This is an optimization exercise on Yosys and OpenROAD, whose aim is small area, a short achievable clock period and few clock cycles, not a production implementation. RTL that was checked went through simulation tests only; none was proved equivalent to the original. The RTL of run 6 was laid out without a check of its function. Power and IR drop assume default switching activity.

File: flow/flow/run.sh
#!/bin/bash
# The standard layout, with plain buf_2 cells as the port buffers (the
# default pick is a slow delay cell).
export BUFFER_PORTS_ARGS="-buffer_cell sky130_fd_sc_hd__buf_2"
bash standard.sh > standard.log 2>&1
File: flow/standard.sh
#!/bin/bash
# synth_recipe.tcl (not shown) runs the flow's synth.tcl, then flattens the netlist and writes it again
# the make line also repeats each setting of config.mk as NAME=value (left out here)
make -C /OpenROAD-flow-scripts/flow DESIGN_CONFIG=/design/flow/config.mk WORK_HOME=/design/flow/orfs CLKGATE_MAP_FILE= SYNTH_SCRIPT=/design/flow/synth_recipe.tcl "${@:-finish}"
File: flow/config.mk
export PLATFORM = sky130hd
export DESIGN_NAME = cpu
export DESIGN_NICKNAME = cpu
export VERILOG_FILES = /design/flow/design.v
export SDC_FILE = /design/flow/constraint.sdc
export NUM_CORES = 4
export LEC_CHECK = 0
export ABC_AREA = 1
export CAP_MARGIN = 20
export CORE_MARGIN = 2
export CORE_UTILIZATION = 40
export CTS_BUF_LIST = sky130_fd_sc_hd__clkbuf_8
export SETUP_SLACK_MARGIN = 4.5
export SLEW_MARGIN = 20
File: flow/constraint.sdc
create_clock -name core_clock -period 8.0 [get_ports {clk}]
set_input_delay 1.6000 -clock core_clock [delete_from_list [all_inputs] [get_ports {clk}]]
set_output_delay 1.6000 -clock core_clock [all_outputs]
set_load 0.01 [all_outputs]
File: flow/design.v
module shifter(in, shift, sout);
  input [15:0] in;
  input [1:0] shift;
  output reg [15:0] sout;
  always @(*)
    case (shift)
      2'b00: sout = in;
      2'b01: sout = {in[14:0], 1'b0};
      2'b10: sout = {1'b0, in[15:1]};
      default: sout = {in[15], in[15:1]};
    endcase
endmodule
module ALUpg(Ain, Bin, is_alu, ALUop, T, G, e);
  input [15:0] Ain, Bin;
  input is_alu;
  input [1:0] ALUop;
  output [15:0] T, G;
  output e;
  wire is_and = is_alu & (ALUop == 2'b10);
  wire use_a  = is_alu & (ALUop != 2'b11);
  wire binv   = is_alu & ALUop[0];
  wire cin    = is_alu & (ALUop == 2'b01);
  wire [15:0] a  = use_a ? Ain : 16'd0;
  wire [15:0] bb = binv ? ~Bin : Bin;
  wire [15:0] t = is_and ? (Ain & Bin) : (a | bb);
  wire [15:0] g = is_and ? 16'd0 : (a & bb);
  wire p0 = cin ? (Ain[0] ^ Bin[0]) : (t[0] & ~g[0]);
  wire g0 = cin ? (Ain[0] | ~Bin[0]) : g[0];
  wire p15 = t[15] & ~g[15];
  assign T = {p15, t[14:1], p0};
  assign G = {p15 ^ Ain[15], g[14:1], g0};
  assign e = is_alu & ~(Ain[15] ^ Bin[15]);
endmodule
module ALUsum(T, G, out, Z, c15);
  input [15:0] T, G;
  output [15:0] out;
  output Z, c15;
  wire [15:0] p = {T[15], T[14:1] & ~G[14:1], T[0]};
  wire [15:0] g0 = {1'b0, G[14:0]};
  wire [15:0] p0 = {1'b0, T[14:1], 1'b0};
  wire [15:0] g1, p1, g2, p2, g3, p3, g4, p4;
  genvar i;
  generate
    for (i = 0; i < 16; i = i + 1) begin : l1
      if (i % 2 == 1) begin
        assign g1[i] = g0[i] | (p0[i] & g0[i-1]);
        assign p1[i] = p0[i] & p0[i-1];
      end else begin
        assign g1[i] = g0[i];
        assign p1[i] = p0[i];
      end
    end
    for (i = 0; i < 16; i = i + 1) begin : l2
      if (i % 4 >= 2) begin
        assign g2[i] = g1[i] | (p1[i] & g1[(i/4)*4+1]);
        assign p2[i] = p1[i] & p1[(i/4)*4+1];
      end else begin
        assign g2[i] = g1[i];
        assign p2[i] = p1[i];
      end
    end
    for (i = 0; i < 16; i = i + 1) begin : l3
      if (i % 8 >= 4) begin
        assign g3[i] = g2[i] | (p2[i] & g2[(i/8)*8+3]);
        assign p3[i] = p2[i] & p2[(i/8)*8+3];
      end else begin
        assign g3[i] = g2[i];
        assign p3[i] = p2[i];
      end
    end
    for (i = 0; i < 16; i = i + 1) begin : l4
      if (i >= 8) begin
        assign g4[i] = g3[i] | (p3[i] & g3[7]);
        assign p4[i] = p3[i] & p3[7];
      end else begin
        assign g4[i] = g3[i];
        assign p4[i] = p3[i];
      end
    end
  endgenerate
  assign out = {p[15:1] ^ g4[14:0], p[0]};
  assign c15 = g4[14];
  assign Z = ~p[0] & ~(p[1] ^ G[0]) & ~|(p[15:2] ^ T[14:1]);
endmodule
module regfile(clk, write, writenum, data_in, readnum_a, data_a, readnum_b, data_b);
  input clk, write;
  input [2:0] writenum, readnum_a, readnum_b;
  input [15:0] data_in;
  output [15:0] data_a, data_b;
  reg [15:0] R0, R1, R2, R3, R4, R5, R6, R7;
  always @(posedge clk)
    if (write)
      case (writenum)
        3'd0: R0 <= data_in;
        3'd1: R1 <= data_in;
        3'd2: R2 <= data_in;
        3'd3: R3 <= data_in;
        3'd4: R4 <= data_in;
        3'd5: R5 <= data_in;
        3'd6: R6 <= data_in;
        3'd7: R7 <= data_in;
      endcase
  function [15:0] rd;
    input [2:0] n;
    input [15:0] r0, r1, r2, r3, r4, r5, r6, r7;
    case (n)
      3'd0: rd = r0;
      3'd1: rd = r1;
      3'd2: rd = r2;
      3'd3: rd = r3;
      3'd4: rd = r4;
      3'd5: rd = r5;
      3'd6: rd = r6;
      default: rd = r7;
    endcase
  endfunction
  assign data_a = rd(readnum_a, R0, R1, R2, R3, R4, R5, R6, R7);
  assign data_b = rd(readnum_b, R0, R1, R2, R3, R4, R5, R6, R7);
endmodule
module cpu(clk, reset, s, load, in, out, N, V, Z, w);
  input clk, reset, s, load;
  input [15:0] in;
  output [15:0] out;
  output N, V, Z, w;
  reg [13:0] ir;
  always @(posedge clk)
    if (load) ir <= in[13:0];
  reg replay;
  always @(posedge clk)
    replay <= s & ~load;
  wire go = (s & load) | replay;
  wire [13:0] I = replay ? ir : in[13:0];
  wire       is_alu  = I[13];           
  wire       is_movi = ~I[13] & I[12];  
  wire [1:0] op = I[12:11];
  wire [2:0] rn = I[10:8];
  wire [1:0] sh = I[4:3];
  wire [2:0] rm = I[2:0];
  reg pw;
  always @(posedge clk)
    pw <= go;
  wire       pmovi = ~ir[13] & ir[12];
  wire [2:0] pwr = pmovi ? ir[10:8] : ir[7:5];
  wire [15:0] result;
  wire [15:0] wdata = pmovi ? {{8{ir[7]}}, ir[7:0]} : result;
  wire [15:0] ra, rb;
  regfile REGFILE(.clk(clk), .write(pw), .writenum(pwr), .data_in(wdata),
                  .readnum_a(rn), .data_a(ra), .readnum_b(rm), .data_b(rb));
  wire [15:0] a = (pw && pwr == rn) ? wdata : ra;
  wire [15:0] m = (pw && pwr == rm) ? wdata : rb;
  wire [15:0] b;
  shifter U1(.in(m), .shift(sh), .sout(b));
  wire [15:0] p_in, g_in;
  wire e_in;
  ALUpg U2(.Ain(a), .Bin(b), .is_alu(is_alu), .ALUop(op),
           .T(p_in), .G(g_in), .e(e_in));
  reg [15:0] P, G;
  reg e;
  always @(posedge clk)
    if (go & ~is_movi) begin
      P <= p_in;
      G <= g_in;
      e <= e_in;
    end
  wire zero, c15;
  ALUsum U3(.T(P), .G(G), .out(result), .Z(zero), .c15(c15));
  reg w_r;
  always @(posedge clk)
    w_r <= ~reset & ~(s & ~load);
  assign out = result;
  assign N = result[15];
  assign Z = zero;
  assign V = e & (c15 ^ G[15]);
  assign w = w_r;
endmodule
==> results.py, run 1 <==
metrics = {
    "sta": {
        "rsz0062_at_grt": "true",
        "max_freq_mhz": 279,
        "report.final.setup_viol": 0,
        "layout_worst_path_cycle_share": 0.449,
        "slew-limit-headroom": 0.292,
        "max_transition_viols_final": 0,
        "final_layout_setup_total_negative_slack_ps": 0,
        "hold_viol": 0,
        "fin_crit_ps": 3590,
        "worstMarginPinSlew_ps": 1060,
        "skew_final_ps": 14.0,
    },
    "outcome": {
        "run_status": "finished clean",
    },
    "critical_path": {
        "endpoint_kind": "output pin",
        "slowest_delay_ps": 410,
        "worstSetupPathType": "flip-flop to output pin",
        "worst_path_max_delay_cell": "sky130_fd_sc_hd__edfxtp_1",
        "worstPathCellList": "or2_4, xnor2_1, nor2_1, nand4_1, nor4b_2, buf_2",
        "timing.critical_path.max_delay_family": "simple AND/OR/NAND/NOR gates",
        "worstPathBufferInverterCount": 1,
        "crit_required_ps": 6400,
        "type_of_element_launching_the_critical_path": "flip-flop",
        "crit_arrival_ps": 1990,
        "cp_max_fo": 2,
    },
    "detailed_routing": {
        "drt-initial-drc-count": 802,
        "routed_via_density": 5.44,
        "route.vias.total": 8792,
        "drc_errors": 0,
        "route.antenna.remaining_nets": 0,
        "drtPass1Iterations": 8,
        "detailed_route_wire_length_per_cell_um": 19.6,
        "routed_wl_um": 31700,
    },
    "logic_synthesis": {
        "syn-num-nets": 1191,
        "postSynthAreaPerCell_um2": 8.68,
        "synth_sequential_area_ratio": 0.525,
        "synthXorXnorAreaFrac": 0.0199,
        "synthMuxAreaShare": 0.00198,
        "synth.cell_area_mm2": 0.0101,
        "yosys.area_share.adder": 0.00370,
        "synth_compound_area_frac": 0.119,
        "postSynth.asyncResetShare": 0,
        "synth-main-ff-cell": "sky130_fd_sc_hd__edfxtp_1",
        "netlist-cell-type-count": 49,
        "yosys_warns": 3,
        "ys_ff_latch": 178,
        "yosys.area_share.simple": 0.254,
        "synth-edff-count": 175,
        "synth_cells": 1168,
        "synth_top_family_by_area": "simple AND/OR/NAND/NOR gates",
    },
    "grt": {
        "grt_pass1_wl_um": 46600,
        "first_global_vias": 8081,
        "overflow": 0,
        "gr-usage-all-layers": 0.235,
        "antenna_found_initial": 0,
        "grt_max_degree": 34,
    },
    "placed_design": {
        "place.detailed.hpwl_um": 20600,
        "finalWeightedCongestion": 0.902,
        "io_buffers": 37,
    },
    "layout": {
        "multi_input_area_mm2": 0.00448,
        "leading_cell_type_in_the_layout_fill_and_taps_excluded": "sky130_fd_sc_hd__nand2_1",
        "most_used_cells_in_the_layout_excluding_fill_and_tap_cells": "sky130_fd_sc_hd__nand2_1 (288), sky130_fd_sc_hd__edfxtp_1 (175), sky130_fd_sc_hd__inv_1 (119)",
        "final_nets": 1298,
        "filler_cell_count": 2298,
        "insertedDiodeCount": 0,
        "area.growth.synth_to_final_pct": 19.6,
        "area.sequential_mm2": 0.00532,
        "post_route_cells_drive_above_1_share": 0.225,
    },
    "clock_tree": {
        "ctsHtreeMaxLevel": 4,
        "worstSkewPairLatency_ps": 480,
        "cts.root.buffer_cell": "sky130_fd_sc_hd__clkbuf_8",
        "cts.reportedPaths.clkPinSlew_ps": 90,
        "clock_tree_from_tritoncts": "built",
        "clockBufferDepth": 2,
        "tritoncts_num_sinks": 178,
        "tritoncts.num_buffers": 17,
    },
    "floorplan": {
        "floorplan.die.width_um": 163,
        "core_region_area_mm2": 0.0250,
        "design.portCount": 40,
        "std_cell_rows": 58,
        "floorplan.initialDensity": 0.405,
        "die_area_mm2": 0.0266,
        "die_height_um": 163,
    },
    "power": {
        "p_leak_nw": 5.00,
        "finalPower_mw": 2.61,
        "power_density_mw_per_mm2": 215,
        "power.ir.vdd_worst_v": 0.0000956,
    },
    "job": {
        "max_cap_violations": 0,
    },
    "worst_hold_path": {
        "hp-class": "flip-flop to flip-flop",
    },
}
[cell type report]
cell class,count,area share
timing repair buffer,120,0.0752
tap,330,0.0341
sequential,178,0.439
multi-input combinational,809,0.369
inverter,149,0.0499
clock buffer,17,0.0193
clock inverter,14,0.0136
[registers in the layout, summed over array words and instances, names as in the netlist]
name and flops:
w_r 1, ir 14, e 1, G 16, REGFILE.R2 16, REGFILE.R1 16, REGFILE.R7 16, P 16
REGFILE.R5 16, pw 1, REGFILE.R6 16, replay 1, REGFILE.R0 16, REGFILE.R4 16, REGFILE.R3 16
[final timing paths]
| kind | slack [ps] | depth (start not counted) | start | end |
|---|---|---|---|---|
| max | 4410 | 6 | G[2] | Z |
| min | 760 | 2 | replay | pw |
| max reg2reg | 4610 | 25 | P[3] | G[10] |
| min reg2reg | 760 | 2 | replay | pw |
[through the flow]
stage / setup WS (ps) / hold WS (ps) / util / instance area, um2 / cells
floorplan: 4570 / 671 / - / 10100 / 1168
global placement: 3520 / 780 / 0.424 / 10600 / 1513
detailed placement: 3550 / 789 / 0.424 / 10600 / 1513
CTS: 4420 / 809 / 0.462 / 11600 / 1584
global route: 4300 / 862 / 0.484 / 12100 / 1617
finish: 4410 / 758 / 0.484 / 12100 / 1617
[cells by family after synthesis]
family	count (synthesis)
and+or+nand+nor	576
buffers and inverters	183
xor gates and xnor gates	23
AOI/OAI and AO/OA	203
adders and majority gates	3
muxes	2
DFF	178
[Yosys cell counts, drive strengths merged (4+ instances only)]
master   number  area [um2]
o2111ai       6        52.6
nor3          6        51.3
o211ai        9        72.6
o22ai         5        31.3
buf          26         185
a21oi        70         354
edfxtp      175        5260
nand3        87         475
xor2         18         158
xnor2         5        43.8
o21ai        69         360
a22oi        34         255
nand2       336        1340
or2           8        50.1
clkbuf        8        30.0
inv         148         561
nand4        31         194
nor2        100         412
o21a          4        30.0
[timing repair]
action,CTS,global route
cloned,2,0
hold buffers,0,0
endpoints found under the setup margin,45,46
hold endpoints to repair,0,0
buffers inserted,38,33
pin swaps,18,30
gates resized for setup,42,84
[power breakdown]
group	internal, mW	switching, mW	leakage [nW]	total, mW
Combinational	0.260	0.527	3.16	0.787
Clock	0.306	0.338	0.202	0.644
Sequential	1.14	0.0382	1.64	1.18
Total	1.71	0.903	5.00	2.61
[tightest hold or removal path: stages, from the launching register on]
cell and delay (ps):
sky130_fd_sc_hd__dfxtp_2 530, sky130_fd_sc_hd__a21oi_1 140, sky130_fd_sc_hd__inv_1 60
[layer usage]
layer,track usage,share of wire,vias up
met4,0.0644,0.025,0
met5,0,0,-
li1,-,-,4190
met2,0.399,0.48,425
met1,0.314,0.42,4112
met3,0.0361,0.079,65
Testbench counts, summed over its fixed seeds: cycles 3,200.
==> inputs of run 2 (changes only) <==
--- a/flow/config.mk
+++ b/flow/config.mk
@@ -11,4 +11,4 @@
 export CORE_UTILIZATION = 40
 export CTS_BUF_LIST = sky130_fd_sc_hd__clkbuf_8
-export SETUP_SLACK_MARGIN = 4.5
+export SETUP_SLACK_MARGIN = 3.9
 export SLEW_MARGIN = 20
==> run 2 against run 1 <==
Effect of this change:
- critical path type is now input pin to flip-flop
- worst hold slack gained 66 ps
- global-route usage shrank 1.3 points
- clock-buffer cell count is the same
- via count shrank 4.1%
- clock power shrank 4.3%
- flip-flop and latch count is the same
- sequential share of layout area grew 4.4 points
- sequential power is essentially flat
- area after synthesis is the same
- maximum frequency shrank 8.5%
- first-iteration DRC count grew 10%
- worst setup slack lost 340 ps
==> results.py, run 2 <==
metrics = {
    "logic_synthesis": {
        "synth_top_cell_by_area": "sky130_fd_sc_hd__edfxtp_1",
        "netlist-cell-type-count": 49,
        "synth_cells": 1168,
        "syn-num-nets": 1191,
        "post_synth_top_area_share": 0.519,
        "postSynthAreaPerCell_um2": 8.68,
        "synth-main-ff-cell": "sky130_fd_sc_hd__edfxtp_1",
        "ys_top_cells_by_area": "sky130_fd_sc_hd__edfxtp_1 (52%), sky130_fd_sc_hd__nand2_1 (12%), sky130_fd_sc_hd__inv_1 (4.7%)",
        "synth_top_cells_by_count": "sky130_fd_sc_hd__nand2_1 (315), sky130_fd_sc_hd__edfxtp_1 (175), sky130_fd_sc_hd__inv_1 (126)",
        "postSynth.asyncResetShare": 0,
        "yosys.cell_count.top_type": "sky130_fd_sc_hd__nand2_1",
        "ys_ff_latch": 178,
        "synth_sequential_area_ratio": 0.525,
        "yosys_warns": 3,
        "synth.cell_area_mm2": 0.0101,
        "synth-edff-count": 175,
    },
    "layout": {
        "leading_cell_type_in_the_layout_fill_and_taps_excluded": "sky130_fd_sc_hd__nand2_1",
        "final_nets": 1226,
        "most_used_cells_in_the_layout_excluding_fill_and_tap_cells": "sky130_fd_sc_hd__nand2_1 (315), sky130_fd_sc_hd__edfxtp_1 (175), sky130_fd_sc_hd__inv_1 (128)",
        "fin_util": 0.440,
        "post_route_cells_drive_above_1_share": 0.127,
        "insertedDiodeCount": 0,
        "area.growth.synth_to_final_pct": 8.61,
    },
    "sta": {
        "max_freq_mhz": 255,
        "slew-limit-headroom": 0.280,
        "layout_worst_path_cycle_share": 0.490,
        "skew_final_ps": 12.9,
        "rsz0062_at_grt": "false",
        "report.final.setup_viol": 0,
        "worstMarginPinSlew_ps": 1080,
        "hold_viol": 0,
        "final_layout_setup_total_negative_slack_ps": 0,
        "fin_crit_ps": 3920,
        "max_transition_viols_final": 0,
    },
    "critical_path": {
        "critPathMostFrequentCell": "sky130_fd_sc_hd__nand2_1",
        "timing.critical_path.max_delay_family": "simple AND/OR/NAND/NOR gates",
        "type_of_element_launching_the_critical_path": "input pin",
        "worst_r2r_path_depth": 16,
        "worst_path_max_delay_cell": "sky130_fd_sc_hd__nor2_4",
        "crit_required_ps": 8240,
        "slowest_delay_ps": 470,
        "worstPathCellList": "buf_2, nand2_2, nand2_4, inv_4, a21oi_2, nand3_2, nor2_4, inv_2, nand3_1, o21ai_1, nand2_1, nand2_1, ha_1, a21oi_1, nand2_1, nand3_1, nand2_1",
        "cp_max_fo": 24,
        "worstSetupPathType": "input pin to flip-flop",
        "endpoint_kind": "flip-flop",
        "cp.depth": 17,
        "worstPathBufferInverterCount": 3,
        "crit_arrival_ps": 4170,
    },
    "clock_tree": {
        "cts.reportedPaths.clkPinSlew_ps": 90,
        "clockBufferDepth": 2,
        "tritoncts_num_sinks": 178,
        "ctsHtreeMaxLevel": 4,
        "tritoncts.num_buffers": 17,
        "worstSkewPairLatency_ps": 480,
        "hold_buffers": 0,
        "clock_tree_from_tritoncts": "built",
        "cts.root.buffer_cell": "sky130_fd_sc_hd__clkbuf_8",
    },
    "floorplan": {
        "floorplan.die.width_um": 163,
        "std_cell_rows": 58,
        "core_region_area_mm2": 0.0250,
        "design.portCount": 40,
        "die_height_um": 163,
        "die_area_mm2": 0.0266,
        "floorplan.initialDensity": 0.405,
    },
    "grt": {
        "gr-usage-all-layers": 0.223,
        "grt_max_degree": 34,
        "grt_pass1_wl_um": 44600,
        "antenna_found_initial": 0,
        "first_global_vias": 7764,
        "overflow": 0,
    },
    "worst_hold_path": {
        "min_delay_path_depth": 4,
        "hp-class": "flip-flop to flip-flop",
    },
    "power": {
        "power.ir.vdd_worst_v": 0.000107,
        "p_leak_nw": 4.53,
        "finalPower_mw": 2.44,
        "power_density_mw_per_mm2": 222,
    },
    "job": {
        "max_cap_violations": 0,
    },
    "detailed_routing": {
        "drc_errors": 0,
        "drt-initial-drc-count": 882,
        "drtPass1Iterations": 7,
        "routed_via_density": 5.46,
        "routed_wl_um": 29500,
        "detailed_route_wire_length_per_cell_um": 19.1,
        "route.antenna.remaining_nets": 0,
        "route.vias.total": 8429,
    },
    "placed_design": {
        "finalWeightedCongestion": 0.881,
        "place.detailed.hpwl_um": 20600,
        "io_buffers": 37,
    },
    "outcome": {
        "run_status": "finished clean",
    },
}
run 2: cell counts after synthesis:
Identical to the previous run, type by type.
run 2: power by group:
group | total [mW] | internal [mW] | leakage, nW | switching (mW)
clock network | 0.616 | 0.275 | 0.193 | 0.341
registers | 1.18 | 1.14 | 1.64 | 0.0360
logic | 0.651 | 0.183 | 2.70 | 0.469
run 2: kinds of logic after synthesis:
| logic type | Yosys count | synth area share |
|---|---|---|
| fa+ha+maj | 3 | 0.00370 |
| buf+inv | 183 | 0.0769 |
| compound gates | 203 | 0.119 |
| simple gates | 576 | 0.254 |
| flops | 178 | 0.525 |
| xor+xnor | 23 | 0.0199 |
| mux | 2 | 0.00198 |
run 2: metrics by stage:
step | area, um2 | hold slack [ps] | cells | worst slack [ps]
final | 11000 | 824 | 1545 | 4080
after global routing | 11000 | 862 | 1545 | 3910
after CTS | 11000 | 816 | 1544 | 4060
after detailed placement | 10600 | 789 | 1513 | 3550
after global placement | 10600 | 781 | 1513 | 3600
after floorplan | 10100 | 661 | 1168 | 4120
run 2: area by class of cell:
| cell class | instances | area (um2) |
|---|---|---|
| Clock buffer | 17 | 234 |
| Clock inverter | 14 | 140 |
| Fill cell | 2473 | 14000 |
| Inverter | 149 | 564 |
| Multi-Input combinational cell | 808 | 4060 |
| Sequential cell | 178 | 5320 |
| Tap cell | 330 | 413 |
| Timing Repair Buffer | 49 | 275 |
run 2: worst register-to-register path, delay by kind of cell, from the launching register on:
kind,cells,cell delay [ps]
AOI/OAI and AO/OA,3,400
buffers and inverters,2,350
DFF,1,730
adders and majority gates,1,200
and+or+nand+nor,10,1720
run 2: worst paths after layout:
path                to  slack [ps]          start
hold / removal    P[5]         820  REGFILE.R7[5]
setup / recovery  P[0]        4080          in[2]
setup reg to reg  P[0]        4370         replay
hold reg to reg   P[5]         820  REGFILE.R7[5]
run 2: metal layers:
| layer | global-route usage | wire [um] | up-vias |
|---|---|---|---|
| li1 | - | - | 4041 |
| met1 | 0.305 | 12500 | 3938 |
| met2 | 0.354 | 13600 | 393 |
| met3 | 0.0414 | 2650 | 57 |
| met4 | 0.0809 | 714 | 0 |
| met5 | 0 | 0 | - |
run 2: what timing repair did:
| item | 4_1_cts | 5_1_grt |
|---|---|---|
| buffers inserted | 0 | 0 |
| endpoints found under the setup margin | 0 | 1 |
| resized for setup | 0 | 1 |
| endpoints found under the hold margin | 0 | 0 |
==> inputs of run 3 (changes only) <==
--- a/flow/config.mk
+++ b/flow/config.mk
@@ -11,4 +11,4 @@
 export CORE_UTILIZATION = 40
 export CTS_BUF_LIST = sky130_fd_sc_hd__clkbuf_8
-export SETUP_SLACK_MARGIN = 3.9
+export SETUP_SLACK_MARGIN = 4.1
 export SLEW_MARGIN = 20
==> run 3 against run 2 <==
Effect of this change:
- power is 0.41% higher
- sequential power hardly changed
- still clean
- routed wire length is 0.59% higher
- worst hold slack better by 8.7 ps
- clock skew is 2.1 ps lower
- flip-flop and latch count stayed put
- clock-buffer cell count stayed put
- synthesized cell count stayed put
==> results.py, run 3 <==
metrics = {
    "detailed_routing": {
        "routed_via_density": 5.47,
        "drtPass1Iterations": 6,
        "route.vias.total": 8498,
        "drc_errors": 0,
        "detailed_route_wire_length_per_cell_um": 19.1,
        "routed_wl_um": 29600,
        "route.antenna.remaining_nets": 0,
        "drt-initial-drc-count": 910,
    },
    "logic_synthesis": {
        "post_synth_top_area_share": 0.519,
        "syn-num-nets": 1191,
        "yosys.cell_count.top_type": "sky130_fd_sc_hd__nand2_1",
        "synth-main-ff-cell": "sky130_fd_sc_hd__edfxtp_1",
        "postSynth.asyncResetShare": 0,
        "synth_top_cells_by_count": "sky130_fd_sc_hd__nand2_1 (315), sky130_fd_sc_hd__edfxtp_1 (175), sky130_fd_sc_hd__inv_1 (126)",
        "yosys_warns": 3,
        "synth_cells": 1168,
        "ys_top_cells_by_area": "sky130_fd_sc_hd__edfxtp_1 (52%), sky130_fd_sc_hd__nand2_1 (12%), sky130_fd_sc_hd__inv_1 (4.7%)",
        "synth.cell_area_mm2": 0.0101,
        "postSynthAreaPerCell_um2": 8.68,
        "synth_sequential_area_ratio": 0.525,
        "netlist-cell-type-count": 49,
        "ys_ff_latch": 178,
        "synth_top_cell_by_area": "sky130_fd_sc_hd__edfxtp_1",
        "synth-edff-count": 175,
    },
    "sta": {
        "slew-limit-headroom": 0.266,
        "layout_worst_path_cycle_share": 0.472,
        "report.final.setup_viol": 0,
        "fin_crit_ps": 3780,
        "worstMarginPinSlew_ps": 1100,
        "hold_viol": 0,
        "final_layout_setup_total_negative_slack_ps": 0,
        "skew_final_ps": 10.8,
        "max_freq_mhz": 265,
        "rsz0062_at_grt": "true",
        "max_transition_viols_final": 0,
    },
    "critical_path": {
        "crit_arrival_ps": 4020,
        "worstSetupPathType": "input pin to flip-flop",
        "worst_r2r_path_depth": 16,
        "endpoint_kind": "flip-flop",
        "crit_required_ps": 8240,
        "cp_max_fo": 24,
        "r2r_slack_ps": 4540,
        "worst_r2r_endpoint": "G[15]",
        "r2r_path_start": "replay",
        "type_of_element_launching_the_critical_path": "input pin",
    },
    "floorplan": {
        "design.portCount": 40,
        "core_region_area_mm2": 0.0250,
        "die_area_mm2": 0.0266,
        "floorplan.initialDensity": 0.405,
        "floorplan.die.width_um": 163,
        "die_height_um": 163,
        "std_cell_rows": 58,
    },
    "layout": {
        "filler_cell_count": 2470,
        "post_route_cells_drive_above_1_share": 0.135,
        "insertedDiodeCount": 0,
        "leading_cell_type_in_the_layout_fill_and_taps_excluded": "sky130_fd_sc_hd__nand2_1",
        "most_used_cells_in_the_layout_excluding_fill_and_tap_cells": "sky130_fd_sc_hd__nand2_1 (315), sky130_fd_sc_hd__edfxtp_1 (175), sky130_fd_sc_hd__inv_1 (128)",
        "final_nets": 1235,
        "area.growth.synth_to_final_pct": 9.77,
    },
    "clock_tree": {
        "cts.root.buffer_cell": "sky130_fd_sc_hd__clkbuf_8",
        "hold_buffers": 0,
        "clockBufferDepth": 2,
        "ctsHtreeMaxLevel": 4,
        "tritoncts_num_sinks": 178,
        "worstSkewPairLatency_ps": 470,
        "clock_tree_from_tritoncts": "built",
        "cts.reportedPaths.clkPinSlew_ps": 100,
        "tritoncts.num_buffers": 17,
    },
    "placed_design": {
        "finalWeightedCongestion": 0.881,
        "io_buffers": 37,
        "place.detailed.hpwl_um": 20600,
    },
    "grt": {
        "overflow": 0,
        "busiest_layer": "met2",
        "gr-usage-all-layers": 0.225,
        "grt_use_met1": 0.307,
        "grt_use_met2": 0.360,
        "grt_max_degree": 34,
        "antenna_found_initial": 0,
        "first_global_vias": 7765,
        "grt_pass1_wl_um": 44900,
        "met3_usage_grt": 0.0396,
    },
    "worst_hold_path": {
        "hp-class": "flip-flop to flip-flop",
        "holdPathEnd": "P[5]",
        "min_from": "REGFILE.R7[5]",
        "min_delay_path_depth": 4,
    },
    "power": {
        "power_density_mw_per_mm2": 221,
        "power.ir.vdd_worst_v": 0.000106,
        "p_leak_nw": 4.59,
        "finalPower_mw": 2.45,
    },
    "outcome": {
        "run_status": "finished clean",
    },
    "job": {
        "max_cap_violations": 0,
    },
}
==> run 3: logic make-up (layout without fill, tap and decap cells) <==
group           count (synthesis)  after routing  synth area share
fa+ha+maj                       3              3           0.00370
mux                             2              2           0.00198
simple gates                  576            577             0.254
xor+xnor                       23             23            0.0199
buf+inv                       183            238            0.0769
flops                         178            178             0.525
compound gates                203            203             0.119
==> run 3: worst max path at each step <==
| stage | slack [ps] | end | from | depth (start not counted) |
|---|---|---|---|---|
| finish | 4220 | P[0] | in[2] | 17 |
| global route | 4040 | P[0] | in[2] | 18 |
| CTS | 4130 | P[0] | in[2] | 17 |
| detailed placement | 3550 | P[0] | in[2] | 17 |
| global placement | 3600 | P[0] | in[2] | 17 |
| floorplan | 4120 | G[0] | in[12] | 3 |
==> run 3: metal layers <==
metal | vias up | wire, um
met5 | - | 0
met4 | 0 | 856
met2 | 399 | 13600
met1 | 3975 | 12500
li1 | 4061 | -
met3 | 63 | 2680
==> run 3: cell type report <==
cell class / count / area (um2) / share of cell area
Sequential cell: 178 / 5320 / 0.478
Multi-Input combinational cell: 808 / 4080 / 0.366
Inverter: 149 / 566 / 0.0508
Tap cell: 330 / 413 / 0.0371
Timing Repair Buffer: 58 / 380 / 0.0342
Clock buffer: 17 / 234 / 0.0210
Clock inverter: 14 / 140 / 0.0126
==> run 3: what timing repair did <==
item | 4_1_cts | 5_1_grt
pin swaps | 1 | 2
buffers inserted | 0 | 9
setup endpoints to repair | 1 | 22
hold endpoints to repair | 0 | 0
resized for setup | 0 | 4
gates cloned | 1 | 0
==> run 3: per-stage QoR <==
stage               area (um2)  hold WS, ps   util  cells  worst slack (ps)
floorplan                10100          661      -   1168              4120
global placement         10600          781  0.424   1513              3600
detailed placement       10600          789  0.424   1513              3550
CTS                      11000          816  0.439   1545              4130
global route             11100          863  0.444   1554              4040
finish                   11100          833  0.444   1554              4220
==> run 3: power breakdown <==
group | total, mW | internal (mW) | switching [mW]
clock network | 0.615 | 0.275 | 0.340
registers | 1.18 | 1.14 | 0.0362
logic | 0.662 | 0.190 | 0.472
==> run 3: critical path: stages <==
cell	delay [ps]
sky130_fd_sc_hd__buf_2	110
sky130_fd_sc_hd__nand2_2	80
sky130_fd_sc_hd__nand2_4	220
sky130_fd_sc_hd__inv_4	210
sky130_fd_sc_hd__nand3_2	240
sky130_fd_sc_hd__inv_2	350
sky130_fd_sc_hd__nand2_1	80
sky130_fd_sc_hd__nand2_1	70
sky130_fd_sc_hd__nor2_1	40
sky130_fd_sc_hd__nand3_1	130
sky130_fd_sc_hd__nand3_1	100
sky130_fd_sc_hd__o21ai_1	140
sky130_fd_sc_hd__nand2_1	110
sky130_fd_sc_hd__nand2_1	160
sky130_fd_sc_hd__ha_1	250
sky130_fd_sc_hd__nand2_1	70
sky130_fd_sc_hd__nand2_1	50
==> inputs of run 4 (changes only) <==
--- a/flow/config.mk
+++ b/flow/config.mk
@@ -11,4 +11,4 @@
 export CORE_UTILIZATION = 40
 export CTS_BUF_LIST = sky130_fd_sc_hd__clkbuf_8
-export SETUP_SLACK_MARGIN = 4.1
+export SETUP_SLACK_MARGIN = 4.3
 export SLEW_MARGIN = 20
==> run 4 against run 3 <==
Effect of this change:
- combinational power up 2%
- largest power group unchanged
- sequential power is essentially flat
- synthesized cell count did not move
- maximum frequency up 3.0%
- still clean on timing, DRC and antenna
- critical path depth did not move
- critical endpoint unchanged
- power grew 1.6%
==> results.py, run 4 <==
metrics = {
    "outcome": {
        "run_status": "finished clean",
    },
    "detailed_routing": {
        "detailed_route_wire_length_per_cell_um": 19.2,
        "drtPass1Iterations": 5,
        "drt-initial-drc-count": 807,
        "route.vias.total": 8413,
        "routed_wl_um": 29900,
        "route.antenna.remaining_nets": 0,
        "routed_via_density": 5.40,
        "drc_errors": 0,
    },
    "sta": {
        "setup_ws_ps": 4330,
        "fin_crit_ps": 3670,
        "max_freq_mhz": 273,
        "fin_worst_hold_slack_ps": 812,
        "max_transition_viols_final": 0,
        "slew-limit-headroom": 0.304,
        "skew_final_ps": 13.9,
        "report.final.setup_viol": 0,
        "worstMarginPinSlew_ps": 1040,
        "final_layout_setup_total_negative_slack_ps": 0,
        "hold_viol": 0,
        "rsz0062_at_grt": "true",
        "layout_worst_path_cycle_share": 0.458,
    },
    "worst_hold_path": {
        "holdPathEnd": "REGFILE.R7[1]",
        "hp-class": "flip-flop to flip-flop",
        "min_delay_path_depth": 3,
        "min_from": "ir[1]",
    },
    "critical_path": {
        "worst_r2r_path_depth": 14,
        "type_of_element_launching_the_critical_path": "input pin",
        "cp_max_fo": 24,
        "crit_required_ps": 8240,
        "worstSetupPathType": "input pin to flip-flop",
        "endpoint_kind": "flip-flop",
        "r2r_path_start": "replay",
        "r2r_slack_ps": 4600,
        "worst_r2r_endpoint": "P[2]",
        "crit_arrival_ps": 3910,
    },
    "layout": {
        "post_route_cells_drive_above_1_share": 0.150,
        "most_used_cells_in_the_layout_excluding_fill_and_tap_cells": "sky130_fd_sc_hd__nand2_1 (309), sky130_fd_sc_hd__edfxtp_1 (175), sky130_fd_sc_hd__inv_1 (128)",
        "area.growth.synth_to_final_pct": 11.1,
        "final_nets": 1238,
        "layout_cells_excl_fill": 1557,
        "leading_cell_type_in_the_layout_fill_and_taps_excluded": "sky130_fd_sc_hd__nand2_1",
        "filler_cell_count": 2407,
        "design_area_mm2": 0.0113,
        "insertedDiodeCount": 0,
    },
    "clock_tree": {
        "tritoncts.num_buffers": 17,
        "ctsHtreeMaxLevel": 4,
        "tritoncts_num_sinks": 178,
        "clockBufferDepth": 2,
        "clock_tree_from_tritoncts": "built",
        "worstSkewPairLatency_ps": 480,
        "cts.root.buffer_cell": "sky130_fd_sc_hd__clkbuf_8",
        "hold_buffers": 0,
        "cts.reportedPaths.clkPinSlew_ps": 90,
    },
    "floorplan": {
        "core_region_area_mm2": 0.0250,
        "die_area_mm2": 0.0266,
        "design.portCount": 40,
        "floorplan.initialDensity": 0.405,
        "floorplan.die.width_um": 163,
        "std_cell_rows": 58,
        "die_height_um": 163,
    },
    "grt": {
        "grt_pass1_wl_um": 45100,
        "antenna_found_initial": 0,
        "gr-usage-all-layers": 0.227,
        "first_global_vias": 7794,
        "overflow": 0,
        "grt_max_degree": 34,
    },
    "logic_synthesis": {
        "synthXorXnorAreaFrac": 0.0199,
        "synth_cells": 1168,
        "syn-num-nets": 1191,
        "postSynthAreaPerCell_um2": 8.68,
        "synth_sequential_area_ratio": 0.525,
        "ys_ff_latch": 178,
        "synth_top_family_by_area": "simple AND/OR/NAND/NOR gates",
        "synth.cell_area_mm2": 0.0101,
        "netlist-cell-type-count": 49,
        "ys_top_cells_by_area": "sky130_fd_sc_hd__edfxtp_1 (52%), sky130_fd_sc_hd__nand2_1 (12%), sky130_fd_sc_hd__inv_1 (4.7%)",
        "post_synth_top_area_share": 0.519,
        "synth_top_cells_by_count": "sky130_fd_sc_hd__nand2_1 (315), sky130_fd_sc_hd__edfxtp_1 (175), sky130_fd_sc_hd__inv_1 (126)",
        "yosys.cell_count.top_type": "sky130_fd_sc_hd__nand2_1",
        "synth-main-ff-cell": "sky130_fd_sc_hd__edfxtp_1",
        "synth_compound_area_frac": 0.119,
        "yosys.area_share.adder": 0.00370,
        "yosys.area_share.simple": 0.254,
        "synthMuxAreaShare": 0.00198,
        "synth_top_cell_by_area": "sky130_fd_sc_hd__edfxtp_1",
        "yosys_warns": 3,
        "postSynth.asyncResetShare": 0,
        "synth-edff-count": 175,
    },
    "placed_design": {
        "io_buffers": 37,
        "finalWeightedCongestion": 0.902,
        "dpl_worst_slack_ps": 3550,
        "placedInstanceArea_mm2": 0.0106,
        "dpl.cell_count": 1513,
        "place.detailed.hpwl_um": 20600,
    },
    "power": {
        "power_density_mw_per_mm2": 221,
        "power.ir.vdd_worst_v": 0.0000951,
        "p_leak_nw": 4.62,
    },
    "job": {
        "max_cap_violations": 0,
    },
}
run 4: routing by layer:
metal | share of wire | track usage
met2 | 0.48 | 0.378
met1 | 0.42 | 0.309
met4 | 0.024 | 0.0591
met5 | 0 | 0
met3 | 0.078 | 0.0358
run 4: worst max path at each step:
stage               startpoint     to  slack, ps  cells after the start
floorplan                in[2]  G[15]       4570                     14
global placement         in[0]   P[0]       3520                     17
detailed placement       in[1]   P[0]       3550                     17
CTS                     in[10]  G[15]       4310                     15
global route             in[2]   P[0]       4220                     18
finish                   in[2]   P[0]       4330                     17
run 4: stage by stage:
step	power, mW	utilization
floorplan	1.63	-
global placement	1.82	0.424
detailed placement	1.83	0.424
CTS	2.47	0.445
global route	2.61	0.450
finish	2.49	0.450
run 4: layout make-up:
type / count / area (um2) / area share
Clock buffer: 17 / 234 / 0.0208
Clock inverter: 14 / 165 / 0.0147
Inverter: 149 / 574 / 0.0510
Multi-Input combinational cell: 808 / 4170 / 0.370
Timing Repair Buffer: 61 / 390 / 0.0347
Sequential cell: 178 / 5320 / 0.472
Tap cell: 330 / 413 / 0.0367
run 4: what timing repair did:
action | in CTS | in global routing
resized for setup | 7 | 24
setup buffers | 8 | 4
gates cloned | 1 | 0
endpoints found under the setup margin | 29 | 39
pin swaps | 2 | 4
run 4: cells by family after synthesis:
family                     count (synthesis)
and+or+nand+nor                          576
AOI/OAI and AO/OA                        203
buffers and inverters                    183
DFF                                      178
xor gates and xnor gates                  23
adders and majority gates                  3
muxes                                      2
run 4: power by group:
group          switching (mW)  internal (mW)  total, mW
clock                   0.336          0.306      0.642
sequential             0.0369           1.14       1.18
combinational           0.477          0.197      0.674
total                   0.850           1.64       2.49
run 4: critical path: stages:
cell and delay [ps]:
sky130_fd_sc_hd__buf_2 110, sky130_fd_sc_hd__nand2_2 110, sky130_fd_sc_hd__nand2_8 150, sky130_fd_sc_hd__inv_4 170, sky130_fd_sc_hd__nand3_2 270, sky130_fd_sc_hd__inv_4 300, sky130_fd_sc_hd__nand2_1 80, sky130_fd_sc_hd__nand2_1 60
sky130_fd_sc_hd__nor2_1 40, sky130_fd_sc_hd__nand3_1 150, sky130_fd_sc_hd__nand3_1 100, sky130_fd_sc_hd__o21ai_1 150, sky130_fd_sc_hd__nand2_1 100, sky130_fd_sc_hd__nand2_1 140, sky130_fd_sc_hd__ha_1 250, sky130_fd_sc_hd__nand2_1 70
sky130_fd_sc_hd__nand2_1 50
==> inputs of run 5 (changes only) <==
--- a/flow/config.mk
+++ b/flow/config.mk
@@ -9,5 +9,5 @@
 export CAP_MARGIN = 20
 export CORE_MARGIN = 2
-export CORE_UTILIZATION = 40
+export CORE_UTILIZATION = 45
 export CTS_BUF_LIST = sky130_fd_sc_hd__clkbuf_8
 export SETUP_SLACK_MARGIN = 4.3
==> run 5 against run 4 <==
Effect of this change:
- cell count down 2.6%
- sequential share of layout area down 0.44 points
- non-clock buffer count up 8
- clock-buffer cell count up 3
- synthesized cell count unchanged
- design area up 0.93%
- register-to-register slack about the same
- global-route usage up 3.0 points
- sequential power about the same
- critical endpoint is now Z
- largest cell class unchanged
- highest routed layer unchanged
==> results.py, run 5 <==
metrics = {
    "layout": {
        "area.growth.synth_to_final_pct": 12.2,
        "multi_input_area_mm2": 0.00425,
        "post_route_cells_drive_above_1_share": 0.165,
        "most_used_cells_in_the_layout_excluding_fill_and_tap_cells": "sky130_fd_sc_hd__nand2_1 (306), sky130_fd_sc_hd__edfxtp_1 (175), sky130_fd_sc_hd__inv_1 (124)",
        "filler_cell_count": 2020,
        "leading_cell_type_in_the_layout_fill_and_taps_excluded": "sky130_fd_sc_hd__nand2_1",
        "area.sequential_mm2": 0.00532,
        "insertedDiodeCount": 0,
        "final_nets": 1247,
    },
    "logic_synthesis": {
        "netlist-cell-type-count": 49,
        "synth-edff-count": 175,
        "synth_top_cell_by_area": "sky130_fd_sc_hd__edfxtp_1",
        "postSynthAreaPerCell_um2": 8.68,
        "ys_ff_latch": 178,
        "post_synth_top_area_share": 0.519,
        "synth_cells": 1168,
        "synth-main-ff-cell": "sky130_fd_sc_hd__edfxtp_1",
        "yosys_warns": 3,
        "synth_sequential_area_ratio": 0.525,
        "synth.cell_area_mm2": 0.0101,
        "yosys.cell_count.top_type": "sky130_fd_sc_hd__nand2_1",
        "ys_top_cells_by_area": "sky130_fd_sc_hd__edfxtp_1 (52%), sky130_fd_sc_hd__nand2_1 (12%), sky130_fd_sc_hd__inv_1 (4.7%)",
        "postSynth.asyncResetShare": 0,
        "syn-num-nets": 1191,
        "synth_top_cells_by_count": "sky130_fd_sc_hd__nand2_1 (315), sky130_fd_sc_hd__edfxtp_1 (175), sky130_fd_sc_hd__inv_1 (126)",
    },
    "clock_tree": {
        "clock_tree_from_tritoncts": "built",
        "cts.reportedPaths.clkPinSlew_ps": 100,
        "worstSkewPairLatency_ps": 470,
        "cts.root.buffer_cell": "sky130_fd_sc_hd__clkbuf_8",
        "ctsHtreeMaxLevel": 4,
        "tritoncts_num_sinks": 178,
        "tritoncts.num_buffers": 17,
        "clockBufferDepth": 2,
    },
    "detailed_routing": {
        "detailed_route_wire_length_per_cell_um": 20.0,
        "routed_via_density": 5.70,
        "drtPass1Iterations": 5,
        "routed_wl_um": 30300,
        "route.vias.total": 8652,
        "drc_errors": 0,
        "drt-initial-drc-count": 904,
        "route.antenna.remaining_nets": 0,
    },
    "power": {
        "power.ir.vdd_worst_v": 0.000111,
        "power_density_mw_per_mm2": 219,
        "p_leak_nw": 4.68,
    },
    "sta": {
        "layout_worst_path_cycle_share": 0.456,
        "report.final.setup_viol": 0,
        "skew_final_ps": 17.0,
        "hold_viol": 0,
        "worstMarginPinSlew_ps": 959,
        "final_layout_setup_total_negative_slack_ps": 0,
        "fin_worst_hold_slack_ps": 790,
        "fin_crit_ps": 3650,
        "rsz0062_at_grt": "true",
        "max_freq_mhz": 274,
        "slew-limit-headroom": 0.354,
        "max_transition_viols_final": 0,
    },
    "floorplan": {
        "std_cell_rows": 54,
        "floorplan.die.width_um": 154,
        "die_area_mm2": 0.0237,
        "core_region_area_mm2": 0.0220,
        "die_height_um": 154,
        "design.portCount": 40,
        "floorplan.initialDensity": 0.461,
    },
    "critical_path": {
        "crit_arrival_ps": 2050,
        "crit_required_ps": 6400,
        "type_of_element_launching_the_critical_path": "flip-flop",
        "worstSetupPathType": "flip-flop to output pin",
        "endpoint_kind": "output pin",
        "cp_max_fo": 2,
    },
    "placed_design": {
        "place.detailed.hpwl_um": 20500,
        "finalWeightedCongestion": 0.882,
        "io_buffers": 37,
    },
    "grt": {
        "gr-usage-all-layers": 0.257,
        "first_global_vias": 8155,
        "antenna_found_initial": 0,
        "grt_max_degree": 34,
        "grt_pass1_wl_um": 45900,
        "overflow": 0,
    },
    "outcome": {
        "run_status": "finished clean",
    },
    "worst_hold_path": {
        "hp-class": "flip-flop to flip-flop",
    },
    "job": {
        "max_cap_violations": 0,
    },
}
## run 5: stage by stage
stage	instance area (um2)	power (mW)	instances	util	setup WS (ps)
CTS	11100	2.45	1504	0.505	4270
detailed placement	10600	1.84	1463	0.481	3500
global placement	10600	1.83	1463	0.481	3520
floorplan	10100	1.63	1168	-	4570
global route	11400	2.61	1517	0.518	4250
finish	11400	2.49	1517	0.518	4350
## run 5: cell families (layout without fill, tap and decap cells)
kind of cell,Yosys count,after routing,synth area share
adders and majority gates,3,3,0.00370
AOI/OAI and AO/OA,203,203,0.119
DFF,178,178,0.525
muxes,2,2,0.00198
buffers and inverters,183,250,0.0769
xor gates and xnor gates,23,23,0.0199
and+or+nand+nor,576,578,0.254
## run 5: metal layers
metal,GRT usage,vias to the layer above,routed length (um)
met5,0,-,0
met4,0.0966,0,943
met3,0.0420,70,2130
met2,0.416,378,14200
met1,0.348,4100,13100
li1,-,4104,-
## run 5: cell type report
| cell class | instances | share of cell area |
|---|---|---|
| clock buffer | 20 | 0.0242 |
| multi-input combinational | 809 | 0.374 |
| timing repair buffer | 69 | 0.0425 |
| tap | 280 | 0.0308 |
| inverter | 149 | 0.0510 |
| clock inverter | 12 | 0.00958 |
| sequential | 178 | 0.468 |
## run 5: worst max-delay path, stage by stage, from the launching register on
cell and delay (ps):
sky130_fd_sc_hd__edfxtp_1 380, sky130_fd_sc_hd__inv_1 110, sky130_fd_sc_hd__nand2_2 70, sky130_fd_sc_hd__xor2_2 230, sky130_fd_sc_hd__inv_2 110, sky130_fd_sc_hd__nor3_4 170
sky130_fd_sc_hd__nand4_1 140, sky130_fd_sc_hd__nor4b_2 210, sky130_fd_sc_hd__buf_2 170
## run 5: final timing paths
| check | start | end | slack, ps | cells after the start |
|---|---|---|---|---|
| max | G[1] | Z | 4350 | 8 |
| max reg2reg | replay | G[15] | 4600 | 16 |
| min reg2reg | ir[1] | REGFILE.R6[1] | 790 | 3 |
| min | ir[1] | REGFILE.R6[1] | 790 | 3 |
## run 5: what timing repair did
| item | CTS | global route |
|---|---|---|
| pin swaps | 2 | 5 |
| setup buffers | 8 | 11 |
| gates cloned | 1 | 1 |
| gates resized for setup | 8 | 41 |
| hold buffers | 0 | 0 |
| setup endpoints to repair | 32 | 37 |
| endpoints found under the hold margin | 0 | 0 |
## run 5: power by group
group          switching (mW)  internal (mW)
Combinational           0.490          0.213
Sequential             0.0381           1.14
Clock                   0.335          0.272
Total                   0.863           1.63
==> inputs of run 6 (changes only) <==
--- a/flow/design.v
+++ b/flow/design.v
@@ -25,5 +25,5 @@
   wire [15:0] t = is_and ? (Ain & Bin) : (a | bb);
   wire [15:0] g = is_and ? 16'd0 : (a & bb);
-  wire p0 = cin ? (Ain[0] ^ Bin[0]) : (t[0] & ~g[0]);
+  wire p0 = (is_alu & ~ALUop[1]) ? (Ain[0] ^ Bin[0]) : (t[0] & ~g[0]);
   wire g0 = cin ? (Ain[0] | ~Bin[0]) : g[0];
   wire p15 = t[15] & ~g[15];
--- a/flow/config.mk
+++ b/flow/config.mk
@@ -9,5 +9,5 @@
 export CAP_MARGIN = 20
 export CORE_MARGIN = 2
-export CORE_UTILIZATION = 45
+export CORE_UTILIZATION = 40
 export CTS_BUF_LIST = sky130_fd_sc_hd__clkbuf_8
 export SETUP_SLACK_MARGIN = 4.3
==> run 6 against run 5 <==
Effect of this change:
- via count grew 1.7%
- global-route usage shrank 2.5 points
- sequential power barely moved
- routed wire length rose by 0.40%
- critical path type unchanged
- critical endpoint unchanged
- largest cell class unchanged
- highest routed layer unchanged
==> results.py, run 6 <==
metrics = {
    "clock_tree": {
        "clockBufferDepth": 2,
        "tritoncts_num_sinks": 178,
        "ctsHtreeMaxLevel": 4,
        "worstSkewPairLatency_ps": 480,
        "cts.root.buffer_cell": "sky130_fd_sc_hd__clkbuf_8",
        "cts.reportedPaths.clkPinSlew_ps": 90,
        "hold_buffers": 0,
        "tritoncts.num_buffers": 17,
        "clock_tree_from_tritoncts": "built",
    },
    "critical_path": {
        "r2r_path_start": "replay",
        "worstSetupPathType": "flip-flop to output pin",
        "crit_required_ps": 6400,
        "worst_r2r_endpoint": "P[0]",
        "r2r_slack_ps": 4540,
        "type_of_element_launching_the_critical_path": "flip-flop",
        "cp_max_fo": 3,
        "worst_r2r_path_depth": 11,
        "crit_arrival_ps": 2110,
        "endpoint_kind": "output pin",
    },
    "placed_design": {
        "place.detailed.hpwl_um": 21300,
        "io_buffers": 37,
        "dpl_worst_slack_ps": 3300,
        "finalWeightedCongestion": 0.916,
    },
    "logic_synthesis": {
        "post_synth_top_area_share": 0.521,
        "yosys_warns": 3,
        "synth_compound_area_frac": 0.120,
        "synth_cells": 1185,
        "synthXorXnorAreaFrac": 0.0165,
        "syn-num-nets": 1208,
        "synth.cell_area_mm2": 0.0101,
        "synth_sequential_area_ratio": 0.526,
        "yosys.area_share.adder": 0.00372,
        "postSynthAreaPerCell_um2": 8.52,
        "synth-main-ff-cell": "sky130_fd_sc_hd__edfxtp_1",
        "synth_top_family_by_area": "simple AND/OR/NAND/NOR gates",
        "synth_top_cells_by_count": "sky130_fd_sc_hd__nand2_1 (301), sky130_fd_sc_hd__edfxtp_1 (175), sky130_fd_sc_hd__inv_1 (145)",
        "synth_top_cell_by_area": "sky130_fd_sc_hd__edfxtp_1",
        "ys_top_cells_by_area": "sky130_fd_sc_hd__edfxtp_1 (52%), sky130_fd_sc_hd__nand2_1 (11%), sky130_fd_sc_hd__inv_1 (5.4%)",
        "ys_ff_latch": 178,
        "yosys.cell_count.top_type": "sky130_fd_sc_hd__nand2_1",
        "postSynth.asyncResetShare": 0,
        "netlist-cell-type-count": 46,
        "yosys.area_share.simple": 0.251,
        "synthMuxAreaShare": 0,
        "synth-edff-count": 175,
    },
    "sta": {
        "rsz0062_at_grt": "true",
        "fin_crit_ps": 3710,
        "max_freq_mhz": 269,
        "skew_final_ps": 13.6,
        "layout_worst_path_cycle_share": 0.464,
        "setup_ws_ps": 4290,
        "worstMarginPinSlew_ps": 1080,
        "report.final.setup_viol": 0,
        "max_transition_viols_final": 0,
        "slew-limit-headroom": 0.279,
        "hold_viol": 0,
        "final_layout_setup_total_negative_slack_ps": 0,
    },
    "layout": {
        "most_used_cells_in_the_layout_excluding_fill_and_tap_cells": "sky130_fd_sc_hd__nand2_1 (285), sky130_fd_sc_hd__edfxtp_1 (175), sky130_fd_sc_hd__inv_1 (142)",
        "leading_cell_type_in_the_layout_fill_and_taps_excluded": "sky130_fd_sc_hd__nand2_1",
        "area.growth.synth_to_final_pct": 13.9,
        "filler_cell_count": 2423,
        "insertedDiodeCount": 0,
        "final_nets": 1274,
        "post_route_cells_drive_above_1_share": 0.164,
    },
    "detailed_routing": {
        "routed_via_density": 5.52,
        "route.antenna.remaining_nets": 0,
        "routed_wl_um": 30400,
        "detailed_route_wire_length_per_cell_um": 19.1,
        "drc_errors": 0,
        "route.vias.total": 8799,
        "drt-initial-drc-count": 1003,
        "drtPass1Iterations": 6,
    },
    "grt": {
        "grt_pass1_wl_um": 45800,
        "gr-usage-all-layers": 0.232,
        "grt_max_degree": 34,
        "antenna_found_initial": 0,
        "first_global_vias": 8338,
        "overflow": 0,
    },
    "outcome": {
        "run_status": "finished clean",
    },
    "floorplan": {
        "design.portCount": 40,
        "core_region_area_mm2": 0.0250,
        "std_cell_rows": 58,
        "floorplan.initialDensity": 0.404,
        "die_height_um": 163,
        "die_area_mm2": 0.0265,
        "floorplan.die.width_um": 163,
    },
    "power": {
        "p_leak_nw": 4.81,
        "power.ir.vdd_worst_v": 0.000120,
        "power_density_mw_per_mm2": 214,
    },
    "worst_hold_path": {
        "min_from": "REGFILE.R7[8]",
        "hp-class": "flip-flop to flip-flop",
        "holdPathEnd": "P[8]",
        "min_delay_path_depth": 4,
    },
    "job": {
        "max_cap_violations": 0,
    },
}
run 6: cell types whose count changed in the layout (fill, tap and decap cells not counted), sizes merged, moves of 5 or more:
cell and change:
nor2 +21, o22ai +18, nand2 -24, and3 +5, a22oi -13, inv +9
buf +12
run 6: cell type report:
class | instances | area, um2 | share of cell area
flip-flops and latches | 178 | 5320 | 0.462
multi-input cells | 809 | 4170 | 0.363
inverters | 164 | 666 | 0.0579
repair buffers | 81 | 552 | 0.0480
well taps | 330 | 413 | 0.0359
clock buffers | 17 | 234 | 0.0203
clock inverters | 15 | 145 | 0.0126
run 6: report_power, final:
group          switching [mW]  internal [mW]  total (mW)  leakage, nW
registers              0.0330           1.13        1.17         1.64
clock network           0.333          0.275       0.607        0.190
logic                   0.481          0.211       0.692         2.98
total                   0.847           1.62        2.47         4.81
run 6: worst max-delay path, cell delays in order, from the launching register on:
cell	delay [ps]
sky130_fd_sc_hd__edfxtp_1	400
sky130_fd_sc_hd__buf_4	160
sky130_fd_sc_hd__nand2_1	70
sky130_fd_sc_hd__xor2_1	490
sky130_fd_sc_hd__nand4_1	190
sky130_fd_sc_hd__nor4_2	160
sky130_fd_sc_hd__buf_2	170
run 6: worst max path at each step:
stage	start	endpoint
detailed placement	in[4]	G[15]
global route	G[9]	Z
CTS	in[2]	G[15]
finish	P[1]	Z
global placement	in[4]	G[15]
floorplan	in[2]	G[15]
run 6: cells by family after synthesis:
logic type | count (synthesis)
AND/OR/NAND/NOR | 577
adder cells (fa/ha/maj) | 3
AO/OA/AOI/OAI | 210
flip-flops | 178
buffers and inverters | 198
XOR/XNOR | 19
run 6: metrics by stage:
step | power [mW] | utilization | hold slack [ps] | cells | instance area [um2]
after floorplan | 1.60 | - | 673 | 1185 | 10100
after global placement | 1.80 | 0.423 | 776 | 1528 | 10600
after detailed placement | 1.81 | 0.423 | 797 | 1528 | 10600
after CTS | 2.42 | 0.447 | 816 | 1574 | 11200
after global routing | 2.58 | 0.461 | 889 | 1594 | 11500
final | 2.47 | 0.461 | 828 | 1594 | 11500
run 6: metal layers:
layer,wire length [um],GRT usage,vias up
li1,-,-,4161
met4,1050,0.103,0
met5,0,0,-
met3,2630,0.0433,70
met1,12600,0.305,4162
met2,14100,0.373,406
run 6: what timing repair did:
item | in CTS | in global routing
setup buffers | 14 | 19
endpoints found under the setup margin | 39 | 44
pin swaps | 4 | 11
gates resized for setup | 33 | 46
gates cloned | 0 | 0
==> inputs of run 7 (changes only) <==
--- a/flow/design.v
+++ b/flow/design.v
@@ -25,5 +25,5 @@
   wire [15:0] t = is_and ? (Ain & Bin) : (a | bb);
   wire [15:0] g = is_and ? 16'd0 : (a & bb);
-  wire p0 = (is_alu & ~ALUop[1]) ? (Ain[0] ^ Bin[0]) : (t[0] & ~g[0]);
+  wire p0 = cin ? (Ain[0] ^ Bin[0]) : (t[0] & ~g[0]);
   wire g0 = cin ? (Ain[0] | ~Bin[0]) : g[0];
   wire p15 = t[15] & ~g[15];
@@ -83,7 +83,8 @@
   assign Z = ~p[0] & ~(p[1] ^ G[0]) & ~|(p[15:2] ^ T[14:1]);
 endmodule
-module regfile(clk, write, writenum, data_in, readnum_a, data_a, readnum_b, data_b);
+module regfile(clk, write, writenum, data_in, sel_a, data_a, sel_b, data_b);
   input clk, write;
-  input [2:0] writenum, readnum_a, readnum_b;
+  input [2:0] writenum;
+  input [7:0] sel_a, sel_b;
   input [15:0] data_in;
   output [15:0] data_a, data_b;
@@ -101,20 +102,8 @@
         3'd7: R7 <= data_in;
       endcase
-  function [15:0] rd;
-    input [2:0] n;
-    input [15:0] r0, r1, r2, r3, r4, r5, r6, r7;
-    case (n)
-      3'd0: rd = r0;
-      3'd1: rd = r1;
-      3'd2: rd = r2;
-      3'd3: rd = r3;
-      3'd4: rd = r4;
-      3'd5: rd = r5;
-      3'd6: rd = r6;
-      default: rd = r7;
-    endcase
-  endfunction
-  assign data_a = rd(readnum_a, R0, R1, R2, R3, R4, R5, R6, R7);
-  assign data_b = rd(readnum_b, R0, R1, R2, R3, R4, R5, R6, R7);
+  assign data_a = ({16{sel_a[0]}} & R0) | ({16{sel_a[1]}} & R1) | ({16{sel_a[2]}} & R2) | ({16{sel_a[3]}} & R3)
+                | ({16{sel_a[4]}} & R4) | ({16{sel_a[5]}} & R5) | ({16{sel_a[6]}} & R6) | ({16{sel_a[7]}} & R7);
+  assign data_b = ({16{sel_b[0]}} & R0) | ({16{sel_b[1]}} & R1) | ({16{sel_b[2]}} & R2) | ({16{sel_b[3]}} & R3)
+                | ({16{sel_b[4]}} & R4) | ({16{sel_b[5]}} & R5) | ({16{sel_b[6]}} & R6) | ({16{sel_b[7]}} & R7);
 endmodule
 module cpu(clk, reset, s, load, in, out, N, V, Z, w);
@@ -144,7 +133,9 @@
   wire [15:0] result;
   wire [15:0] wdata = pmovi ? {{8{ir[7]}}, ir[7:0]} : result;
+  wire [7:0] sel_a = replay ? (8'd1 << ir[10:8]) : (8'd1 << in[10:8]);
+  wire [7:0] sel_b = replay ? (8'd1 << ir[2:0]) : (8'd1 << in[2:0]);
   wire [15:0] ra, rb;
   regfile REGFILE(.clk(clk), .write(pw), .writenum(pwr), .data_in(wdata),
-                  .readnum_a(rn), .data_a(ra), .readnum_b(rm), .data_b(rb));
+                  .sel_a(sel_a), .data_a(ra), .sel_b(sel_b), .data_b(rb));
   wire [15:0] a = (pw && pwr == rn) ? wdata : ra;
   wire [15:0] m = (pw && pwr == rm) ? wdata : rb;
--- a/flow/config.mk
+++ b/flow/config.mk
@@ -9,6 +9,6 @@
 export CAP_MARGIN = 20
 export CORE_MARGIN = 2
-export CORE_UTILIZATION = 40
+export CORE_UTILIZATION = 45
 export CTS_BUF_LIST = sky130_fd_sc_hd__clkbuf_8
-export SETUP_SLACK_MARGIN = 4.3
+export SETUP_SLACK_MARGIN = 4.5
 export SLEW_MARGIN = 20
==> run 7 against run 6 <==
Effect of this change:
- flip-flop and latch count did not move
- sequential share of layout area rose by 0.12 points
- cell count fell by 6.3%
- power fell by 2.2%
- non-clock buffer count fell by 4
- routed wire length fell by 0.52%
- sequential power barely moved
- worst setup slack improved by 130 ps
- worst hold slack improved by 30 ps
- clock-buffer cell count did not move
- die area fell by 11%
==> results.py, run 7 <==
metrics = {
    "outcome": {
        "run_status": "finished clean",
    },
    "logic_synthesis": {
        "ys_top_cells_by_area": "sky130_fd_sc_hd__edfxtp_1 (52%), sky130_fd_sc_hd__nand2_1 (9.7%), sky130_fd_sc_hd__inv_1 (5.3%)",
        "synthXorXnorAreaFrac": 0.0138,
        "synth_compound_area_frac": 0.125,
        "synthMuxAreaShare": 0.000989,
        "postSynth.asyncResetShare": 0,
        "yosys.cell_count.top_type": "sky130_fd_sc_hd__nand2_1",
        "post_synth_top_area_share": 0.519,
        "synth_top_cell_by_area": "sky130_fd_sc_hd__edfxtp_1",
        "yosys.area_share.simple": 0.246,
        "yosys.area_share.adder": 0.00371,
        "netlist-cell-type-count": 54,
        "synth_cells": 1137,
        "syn-num-nets": 1160,
        "postSynthAreaPerCell_um2": 8.90,
        "synth.cell_area_mm2": 0.0101,
        "synth_top_family_by_area": "simple AND/OR/NAND/NOR gates",
        "synth_sequential_area_ratio": 0.525,
        "yosys_warns": 3,
        "ys_ff_latch": 178,
        "synth-edff-count": 175,
        "synth_top_cells_by_count": "sky130_fd_sc_hd__nand2_1 (262), sky130_fd_sc_hd__edfxtp_1 (175), sky130_fd_sc_hd__inv_1 (144)",
        "synth-main-ff-cell": "sky130_fd_sc_hd__edfxtp_1",
    },
    "critical_path": {
        "worst_path_max_delay_cell": "sky130_fd_sc_hd__edfxtp_1",
        "slowest_delay_ps": 450,
        "worstSetupPathType": "flip-flop to output pin",
        "cp_max_fo": 4,
        "crit_arrival_ps": 1980,
        "crit_required_ps": 6400,
        "timing.critical_path.max_delay_family": "compound AO/OA/AOI/OAI gates",
        "type_of_element_launching_the_critical_path": "flip-flop",
        "r2r_path_start": "ir[13]",
        "crit_path_start": "P[11]",
        "worstPathCellList": "buf_4, a21oi_4, nand2_4, a21oi_4, nand2_4, a21oi_2, o21a_1, buf_2",
        "worstPathBufferInverterCount": 2,
        "endpoint_kind": "output pin",
    },
    "clock_tree": {
        "ctsHtreeMaxLevel": 4,
        "cts.reportedPaths.clkPinSlew_ps": 100,
        "worstSkewPairLatency_ps": 470,
        "cts.root.buffer_cell": "sky130_fd_sc_hd__clkbuf_8",
        "clock_tree_from_tritoncts": "built",
        "clockBufferDepth": 2,
        "tritoncts_num_sinks": 178,
        "tritoncts.num_buffers": 17,
    },
    "floorplan": {
        "floorplan.initialDensity": 0.461,
        "die_area_mm2": 0.0237,
        "std_cell_rows": 54,
        "die_height_um": 154,
        "core_region_area_mm2": 0.0220,
        "floorplan.die.width_um": 154,
        "design.portCount": 40,
    },
    "grt": {
        "grt_max_degree": 34,
        "grt_pass1_wl_um": 45800,
        "overflow": 0,
        "antenna_found_initial": 0,
        "first_global_vias": 7936,
        "gr-usage-all-layers": 0.256,
    },
    "placed_design": {
        "dpl_worst_slack_ps": 3530,
        "place.detailed.hpwl_um": 20300,
        "io_buffers": 37,
        "finalWeightedCongestion": 0.926,
    },
    "detailed_routing": {
        "routed_wl_um": 30300,
        "drc_errors": 0,
        "routed_via_density": 5.75,
        "route.antenna.remaining_nets": 0,
        "drt-initial-drc-count": 826,
        "drtPass1Iterations": 5,
        "route.vias.total": 8584,
        "detailed_route_wire_length_per_cell_um": 20.3,
    },
    "sta": {
        "worstMarginPinSlew_ps": 1130,
        "slew-limit-headroom": 0.242,
        "final_layout_setup_total_negative_slack_ps": 0,
        "layout_worst_path_cycle_share": 0.448,
        "max_freq_mhz": 279,
        "rsz0062_at_grt": "true",
        "report.final.setup_viol": 0,
        "hold_viol": 0,
        "setup_ws_ps": 4420,
        "fin_crit_ps": 3580,
        "skew_final_ps": 18.3,
        "max_transition_viols_final": 0,
    },
    "layout": {
        "multi_input_area_mm2": 0.00428,
        "insertedDiodeCount": 0,
        "area.growth.synth_to_final_pct": 13.3,
        "final_nets": 1224,
        "leading_cell_type_in_the_layout_fill_and_taps_excluded": "sky130_fd_sc_hd__nand2_1",
        "most_used_cells_in_the_layout_excluding_fill_and_tap_cells": "sky130_fd_sc_hd__nand2_1 (248), sky130_fd_sc_hd__edfxtp_1 (175), sky130_fd_sc_hd__inv_1 (139)",
        "filler_cell_count": 2011,
        "post_route_cells_drive_above_1_share": 0.193,
        "area.sequential_mm2": 0.00532,
    },
    "worst_hold_path": {
        "min_from": "ir[13]",
        "hp-class": "flip-flop to flip-flop",
    },
    "power": {
        "power_density_mw_per_mm2": 210,
        "p_leak_nw": 4.74,
        "power.ir.vdd_worst_v": 0.000106,
    },
    "job": {
        "max_cap_violations": 0,
    },
}
run 7: worst paths after layout:
check / cells after the start / slack [ps] / to
max: 8 / 4420 / V
min: 4 / 860 / e
max reg2reg: 13 / 4730 / G[13]
min reg2reg: 4 / 860 / e
run 7: cell type report:
cell class | instances | share of cell area
clock buffer | 17 | 0.0204
inverter | 169 | 0.0593
clock inverter | 14 | 0.00785
multi-input combinational | 758 | 0.373
sequential | 178 | 0.463
timing repair buffer | 77 | 0.0455
tap | 280 | 0.0305
run 7: kinds of logic (layout without fill, tap and decap cells):
group,Yosys count,in the layout
AND/OR/NAND/NOR,536,537
buffers and inverters,202,277
AO/OA/AOI/OAI,201,201
flip-flops,178,178
XOR/XNOR,16,16
adder cells (fa/ha/maj),3,3
multiplexers,1,1
run 7: report_power, final:
group	leakage [nW]	internal (mW)	switching, mW
registers	1.64	1.13	0.0332
clock network	0.170	0.211	0.332
logic	2.93	0.212	0.491
total	4.74	1.56	0.856
run 7: per-stage QoR:
step	power (mW)	instances	util	area (um2)	hold WS, ps
after floorplan	1.61	1137	-	10100	670
after global placement	1.79	1431	0.479	10500	842
after detailed placement	1.80	1431	0.479	10500	840
after CTS	2.36	1476	0.503	11100	870
after global routing	2.53	1493	0.522	11500	962
final	2.41	1493	0.522	11500	858
run 7: worst reg2reg max path, cell delays in order, from the launching register on:
cell	delay, ps
sky130_fd_sc_hd__edfxtp_1	400
sky130_fd_sc_hd__inv_2	70
sky130_fd_sc_hd__nand2_2	340
sky130_fd_sc_hd__o21ai_1	510
sky130_fd_sc_hd__inv_1	150
sky130_fd_sc_hd__nand2_1	220
sky130_fd_sc_hd__nand3_4	180
sky130_fd_sc_hd__buf_12	210
sky130_fd_sc_hd__nand3_1	190
sky130_fd_sc_hd__a21boi_2	280
sky130_fd_sc_hd__nand2_1	110
sky130_fd_sc_hd__nand3_1	150
sky130_fd_sc_hd__nand2_1	70
sky130_fd_sc_hd__and3_1	150
run 7: what timing repair did:
action	in CTS	in global routing
gates resized for setup	26	80
hold buffers	0	0
setup endpoints to repair	45	28
pin swaps	10	13
gates cloned	1	0
buffers inserted	13	17
run 7: layer usage:
layer / GRT usage / routed length, um / vias to the layer above
met2: 0.413 / 14000 / 434
met4: 0.0975 / 1100 / 0
li1: - / - / 4063
met1: 0.347 / 12400 / 4002
met5: 0 / 0 / -
met3: 0.0457 / 2760 / 85
Testbench counts of run 7, summed over its fixed seeds: cycles 3,200.

port drivers added, routing unchanged:
How much do the figures lean on ideal ports? The routed layouts below were timed once more, with nothing changed but the port constraints. Step 1 assumes that a clkbuf_16 drives the clock port and a buf_2 every other input. Step 2 adds t to the input delays and takes it off the output delays; t is the mean of the earliest and latest rising clock arrival at the registers after step 1. Input paths then give back, and output paths get back, about the clock's delay inside the block. a / b / c = ideal ports / drivers / drivers and shift; a / b = the first two.
run | t, ns | setup slack, ns | slew at the worst register clock pin (ns)
run 1 | 0.521 | 4.412 / 4.368 / 4.017 | 0.10 / 0.10
run 2 | 0.510 | 4.076 / 4.090 / 3.580 | 0.10 / 0.10
run 3 | 0.508 | 4.224 / 4.241 / 3.733 | 0.10 / 0.10
run 4 | 0.520 | 4.333 / 4.337 / 3.835 | 0.10 / 0.10
run 5 | 0.504 | 4.350 / 4.308 / 3.926 | 0.10 / 0.10
run 6 | 0.510 | 4.288 / 4.248 / 3.913 | 0.10 / 0.10
run 7 | 0.506 | 4.420 / 4.379 / 4.112 | 0.10 / 0.10
After both steps setup and hold are still met in every run listed. The setup slack of run 4, which loses most, moves by +0.004 ns with the drivers and by -0.498 ns with both steps.
